Source: an optimization exercise on an open RTL-to-GDS flow (aim: small area, a short achievable clock period and few clock cycles). Production flows keep margins and buffers that such runs may drop. Power and IR drop assume default switching activity.

Setup of old:
==> module JAM, before the edit <==
module JAM (
input CLK,
input RST,
output reg [2:0] W,
output reg [2:0] J,
input [6:0] Cost,
output reg [3:0] MatchCount,
output reg [9:0] MinCost,
output reg Valid );
localparam PASS1 = 3'd0, PASS2 = 3'd1, INIT = 3'd2, SEARCH = 3'd3, FIX = 3'd4, DONE = 3'd5;
reg [2:0] ph;
reg [6:0] v [0:7];      
reg [6:0] u [0:7];      
reg [2:0] arg [0:7];    
reg [7:0] big [0:7];    
reg [9:0] S0;           
reg [6:0] m;            
reg [2:0] am;           
reg signed [11:0] R;    
reg [9:0] S [0:6];      
reg [2:0] a [0:6];      
reg [2:0] nxj [0:6];    
reg [6:0] hn;           
reg       bt_ok;        
reg [2:0] bt_d;         
integer k;
wire [2:0] d = W;
wire [2:0] j = J;
wire [2:0] dn = d + 3'd1;
wire [6:0] vj = v[j];
wire       c_lt_v = Cost < vj;
wire [6:0] vmin = c_lt_v ? Cost : vj;
wire [6:0] t = Cost - vj;
wire       t_lt_m = (j == 3'd0) || (t < m);
wire [6:0] mnew = t_lt_m ? t : m;
wire [2:0] amnew = t_lt_m ? j : am;
wire signed [11:0] ts = {5'd0, t};
wire       prune = ts > R;
wire       better = ts < R;
wire       leaf = (d == 3'd7);
reg [7:0] used;
always @(*) begin
	used = 8'd0;
	for (k = 0; k < 7; k = k + 1)
		if (k < d) used = used | (8'd1 << a[k]);
end
wire [2:0] argd = arg[d];
wire [6:0] ud = u[d];
reg [6:0] un;
reg [2:0] argn;
reg [7:0] bign;
always @(*) begin
	un = u[0];
	argn = arg[0];
	bign = big[0];
	for (k = 0; k < 7; k = k + 1)
		if (d == k) begin
			un = u[k + 1];
			argn = arg[k + 1];
			bign = big[k + 1];
		end
end
wire       is_top = (j == argd);
wire       skipok = R < 12'sd32;
reg [7:0] gt;
always @(*) begin
	for (k = 0; k < 8; k = k + 1) gt[k] = is_top | (k > j);
end
wire [7:0] cand = ~used & ~(8'd1 << argd) & gt & ~(big[d] & {8{skipok}});
wire       has_nx = |cand;
reg  [2:0] nx;
always @(*) begin
	nx = 3'd0;
	for (k = 7; k >= 0; k = k - 1) if (cand[k]) nx = k;
end
wire [7:0] used2 = used | (8'd1 << j);
wire signed [7:0] lim2 = 8'sd32 - $signed({1'b0, un});
wire       skipok2 = R < lim2;
wire [7:0] cand2 = ~used2 & ~(bign & {8{skipok2}});
reg  [2:0] fu;
always @(*) begin
	fu = 3'd0;
	for (k = 7; k >= 0; k = k - 1) if (cand2[k]) fu = k;
end
wire       argn_free = !used2[argn];
wire       dead = !argn_free && (cand2 == 8'd0);    
wire [2:0] jdesc = argn_free ? argn : fu;
reg       bt_ok2;
reg [2:0] bt_d2;
always @(*) begin
	bt_ok2 = 1'b0;
	bt_d2 = 3'd0;
	for (k = 0; k < 7; k = k + 1)
		if (hn[k] && k < bt_d) begin
			bt_ok2 = 1'b1;
			bt_d2 = k;
		end
end
wire [2:0] rd = (ph == FIX) ? d : bt_d;
wire signed [11:0] Rbt = $signed({2'd0, MinCost}) - $signed({2'd0, S[rd]});
wire [9:0] Sd = MinCost - R[9:0];    
wire descend = !leaf && !prune && !dead;
wire sibling = !leaf && !(is_top && prune) && has_nx;
always @(posedge CLK or posedge RST) begin
	if (RST) begin
		ph <= PASS1;
		W <= 3'd0;
		J <= 3'd0;
		Valid <= 1'b0;
		MinCost <= 10'h3ff;
		MatchCount <= 4'd0;
		S0 <= 10'd0;
		bt_ok <= 1'b0;
		bt_d <= 3'd0;
	end else begin
		case (ph)
		PASS1: begin
			{W, J} <= {W, J} + 6'd1;
			if (d == 3'd7 && j == 3'd7) ph <= PASS2;
		end
		PASS2: begin
			{W, J} <= {W, J} + 6'd1;
			if (d == 3'd0) S0 <= S0 + {3'd0, vj};
			else if (j == 3'd0 && d != 3'd1) S0 <= S0 + {3'd0, m};    
			if (d == 3'd7 && j == 3'd7) ph <= INIT;
		end
		INIT: begin
			S0 <= S0 + {3'd0, m};    
			W <= 3'd0;
			J <= arg[0];
			bt_ok <= 1'b0;
			ph <= FIX;
		end
		SEARCH: begin
			if (leaf) begin
				if (better) begin
					MinCost <= Sd + {3'd0, t};
					MatchCount <= 4'd1;
				end else if (!prune)
					MatchCount <= MatchCount + 4'd1;
			end
			if (descend) begin
				W <= dn;
				J <= jdesc;
				if (has_nx) begin
					bt_ok <= 1'b1;
					bt_d <= d;
				end
			end else if (sibling)
				J <= nx;
			else if (bt_ok) begin
				W <= bt_d;
				J <= nxj[bt_d];
				bt_ok <= bt_ok2;
				bt_d <= bt_d2;
				if (leaf && better) ph <= FIX;
			end else begin
				ph <= DONE;
				Valid <= 1'b1;
			end
		end
		FIX: ph <= SEARCH;
		default: ;
		endcase
	end
end
always @(posedge CLK) begin
	if (ph == PASS1) begin
		if (d == 3'd0) v[j] <= Cost;
		else v[j] <= vmin;
	end
	if (ph == PASS2) begin
		m <= mnew;
		am <= amnew;
		big[d][j] <= (t[6:5] != 2'd0);
		if (j == 3'd7) begin
			u[d] <= mnew;
			arg[d] <= amnew;
		end
	end
	if (ph == INIT)
		S[0] <= S0 + {3'd0, m};
	if (ph == FIX)
		R <= Rbt;
	if (ph == SEARCH) begin
		if (!leaf) begin
			a[d] <= j;
			nxj[d] <= nx;
			hn[d] <= has_nx;
			S[d] <= Sd;
		end
		if (descend)
			R <= R - ts + $signed({5'd0, un});
		else if (!sibling)
			R <= Rbt;
	end
end
endmodule
Settings: LEC_CHECK=0, CAP_MARGIN=20, CORE_MARGIN=2, CORE_UTILIZATION=40, SLEW_MARGIN=20; clock period 5.0 ns.
run.sh (not shown) runs the stock make flow with config.mk's settings and CLKGATE_MAP_FILE= SYNTH_SCRIPT=/design/flow/synth_recipe.tcl, a recipe that flattens the netlist after the stock synthesis.
old: flow complete, layout not clean; failing: negative setup slack
The inputs of new differ from those of old as listed below.
==> flow/design.v <==
module JAM (
input CLK,
input RST,
output reg [2:0] W,
output reg [2:0] J,
input [6:0] Cost,
output reg [3:0] MatchCount,
output reg [9:0] MinCost,
output reg Valid );
localparam PASS1 = 3'd0, PASS2 = 3'd1, INIT = 3'd2, SEARCH = 3'd3, FIX = 3'd4, DONE = 3'd5;
reg [2:0] ph;
reg [6:0] v [0:7];      
reg [6:0] u [0:7];      
reg [2:0] arg [0:7];    
reg [7:0] big [0:7];    
reg [9:0] S0;           
reg [6:0] m;            
reg [2:0] am;           
reg [6:0] Vc;           
reg signed [11:0] R;    
reg [9:0] S [0:6];      
reg [2:0] a [0:6];      
reg [2:0] nxj [0:6];    
reg [6:0] hn;           
reg       bt_ok;        
reg [2:0] bt_d;         
integer k;
wire [2:0] d = W;
wire [2:0] j = J;
wire [2:0] dn = d + 3'd1;
wire [6:0] vj = Vc;
wire       c_lt_v = Cost < vj;
wire [6:0] vmin = c_lt_v ? Cost : vj;
wire [6:0] t = Cost - vj;
wire       t_lt_m = (j == 3'd0) || (t < m);
wire [6:0] mnew = t_lt_m ? t : m;
wire [2:0] amnew = t_lt_m ? j : am;
wire signed [11:0] ts = {5'd0, t};
wire       prune = ts > R;
wire       better = ts < R;
wire       leaf = (d == 3'd7);
reg [7:0] used;
always @(*) begin
	used = 8'd0;
	for (k = 0; k < 7; k = k + 1)
		if (k < d) used = used | (8'd1 << a[k]);
end
wire [2:0] argd = arg[d];
wire [6:0] ud = u[d];
reg [6:0] Un;           
reg [2:0] argn;
always @(*) begin
	argn = arg[0];
	for (k = 0; k < 7; k = k + 1)
		if (d == k) argn = arg[k + 1];
end
reg [6:0] un2;          
always @(*) begin
	un2 = u[0];
	for (k = 0; k < 6; k = k + 1)
		if (d == k) un2 = u[k + 2];
end
wire       is_top = (j == argd);
wire       skipok = R < 12'sd32;
reg [7:0] gt;
always @(*) begin
	for (k = 0; k < 8; k = k + 1) gt[k] = is_top | (k > j);
end
wire [7:0] cand = ~used & ~(8'd1 << argd) & gt & ~(big[d] & {8{skipok}});
wire       has_nx = |cand;
reg  [2:0] nx;
always @(*) begin
	nx = 3'd0;
	for (k = 7; k >= 0; k = k - 1) if (cand[k]) nx = k;
end
wire [2:0] jsib = (ph == SEARCH) ? nx : (ph == INIT) ? arg[0] : j + 3'd1;
wire [6:0] v_sib = v[jsib];
wire [7:0] used2 = used | (8'd1 << j);
reg  [2:0] fu;
always @(*) begin
	fu = 3'd0;
	for (k = 7; k >= 0; k = k - 1) if (!used2[k]) fu = k;
end
wire       argn_free = !used2[argn];
wire [2:0] jdesc = argn_free ? argn : fu;
wire [6:0] v_desc = v[jdesc];
reg       bt_ok2;
reg [2:0] bt_d2;
always @(*) begin
	bt_ok2 = 1'b0;
	bt_d2 = 3'd0;
	for (k = 0; k < 7; k = k + 1)
		if (hn[k] && k < bt_d) begin
			bt_ok2 = 1'b1;
			bt_d2 = k;
		end
end
wire [2:0] rd = (ph == FIX) ? d : bt_d;
wire signed [11:0] Rbt = $signed({2'd0, MinCost}) - $signed({2'd0, S[rd]});
wire [6:0] u_bt = u[bt_d + 3'd1];
wire [6:0] v_bt = v[nxj[bt_d]];
wire [9:0] Sd = MinCost - R[9:0];    
wire descend = !leaf && !prune;
wire sibling = !leaf && !(is_top && prune) && has_nx;
always @(posedge CLK or posedge RST) begin
	if (RST) begin
		ph <= PASS1;
		W <= 3'd0;
		J <= 3'd0;
		Valid <= 1'b0;
		MinCost <= 10'h3ff;
		MatchCount <= 4'd0;
		S0 <= 10'd0;
		bt_ok <= 1'b0;
		bt_d <= 3'd0;
	end else begin
		case (ph)
		PASS1: begin
			{W, J} <= {W, J} + 6'd1;
			if (d == 3'd7 && j == 3'd7) ph <= PASS2;
		end
		PASS2: begin
			{W, J} <= {W, J} + 6'd1;
			if (d == 3'd0) S0 <= S0 + {3'd0, vj};
			else if (j == 3'd0 && d != 3'd1) S0 <= S0 + {3'd0, m};    
			if (d == 3'd7 && j == 3'd7) ph <= INIT;
		end
		INIT: begin
			S0 <= S0 + {3'd0, m};    
			W <= 3'd0;
			J <= arg[0];
			bt_ok <= 1'b0;
			ph <= FIX;
		end
		SEARCH: begin
			if (leaf) begin
				if (better) begin
					MinCost <= Sd + {3'd0, t};
					MatchCount <= 4'd1;
				end else if (!prune)
					MatchCount <= MatchCount + 4'd1;
			end
			if (descend) begin
				W <= dn;
				J <= jdesc;
				if (has_nx) begin
					bt_ok <= 1'b1;
					bt_d <= d;
				end
			end else if (sibling)
				J <= nx;
			else if (bt_ok) begin
				W <= bt_d;
				J <= nxj[bt_d];
				bt_ok <= bt_ok2;
				bt_d <= bt_d2;
				if (leaf && better) ph <= FIX;
			end else begin
				ph <= DONE;
				Valid <= 1'b1;
			end
		end
		FIX: ph <= SEARCH;
		default: ;
		endcase
	end
end
always @(posedge CLK) begin
	if (ph == PASS1) begin
		if (d == 3'd0) v[j] <= Cost;
		else v[j] <= vmin;
	end
	if (ph == PASS2) begin
		m <= mnew;
		am <= amnew;
		big[d][j] <= (t[6:5] != 2'd0);
		if (j == 3'd7) begin
			u[d] <= mnew;
			arg[d] <= amnew;
		end
	end
	if (ph == INIT) begin
		S[0] <= S0 + {3'd0, m};
		Un <= u[1];
	end
	if (ph == FIX)
		R <= Rbt;
	if (ph == PASS1 || ph == PASS2 || ph == INIT)
		Vc <= v_sib;
	if (ph == SEARCH) begin
		if (!leaf) begin
			a[d] <= j;
			nxj[d] <= nx;
			hn[d] <= has_nx;
			S[d] <= Sd;
		end
		if (descend) begin
			R <= (R + $signed({5'd0, Un})) - ts;
			Un <= un2;
			Vc <= v_desc;
		end else if (sibling)
			Vc <= v_sib;
		else begin
			R <= Rbt;
			Un <= u_bt;
			Vc <= v_bt;
		end
	end
end
endmodule
==> comparison <==
new went all the way through the flow, and no timing, DRC or antenna check failed. In the reports for old and new, the larger sequential share of layout area belongs to new. Routed length on met1 ends up higher on old. The setup slack of new is larger than that of old. Of the two candidates, old has the worse hold slack and new the better one. Between old and new, the cell count went down. Tightest slew margin relative to the limit: new worse than old. new vs. old: share of final-layout standard cells stronger than drive strength 1 went down by 5.9 points. STATUS cell area: new wins against old. The synthesized instance count in new sits 65 below the value recorded for old. Flops: new more than old. When new is set beside old, its part of the total power dissipated in sequential elements turns out to be 19 points smaller. Relative to old, the weighted congestion reported at the end of routability-driven placement measured on new has decreased by a few percent. The portion of the layout cell area used by non-clock buffers number comes out lower for new vs old.
No run of this note included a check of the RTL's function; only the layout flow was run.

## what the ideal ports hide
In the flow no input, the clock included, has a driving cell. The finished layouts below were timed again as built, in two steps. Step 1 sets driving cells, clkbuf_16 on the clock port and buf_2 on the other inputs (assumed; they add their load-dependent delay and slew). Step 2 also shifts input and output timing later by t, the mid clock arrival at the registers, as if the neighbouring blocks saw the same clock. Three values: ideal, step 1, step 2; two values: the first two.
run	t (ns)	setup WS [ns]	pins driven straight from the clock port
old	0.617	-0.165 / -0.165 / -0.283	1
new	0.638	0.163 / 0.163 / -0.296	1
With both steps, setup timing fails in new, where it was met with ideal ports. The setup slack of new, which loses most, moves by 0.000 ns with the drivers and by -0.459 ns with both steps.
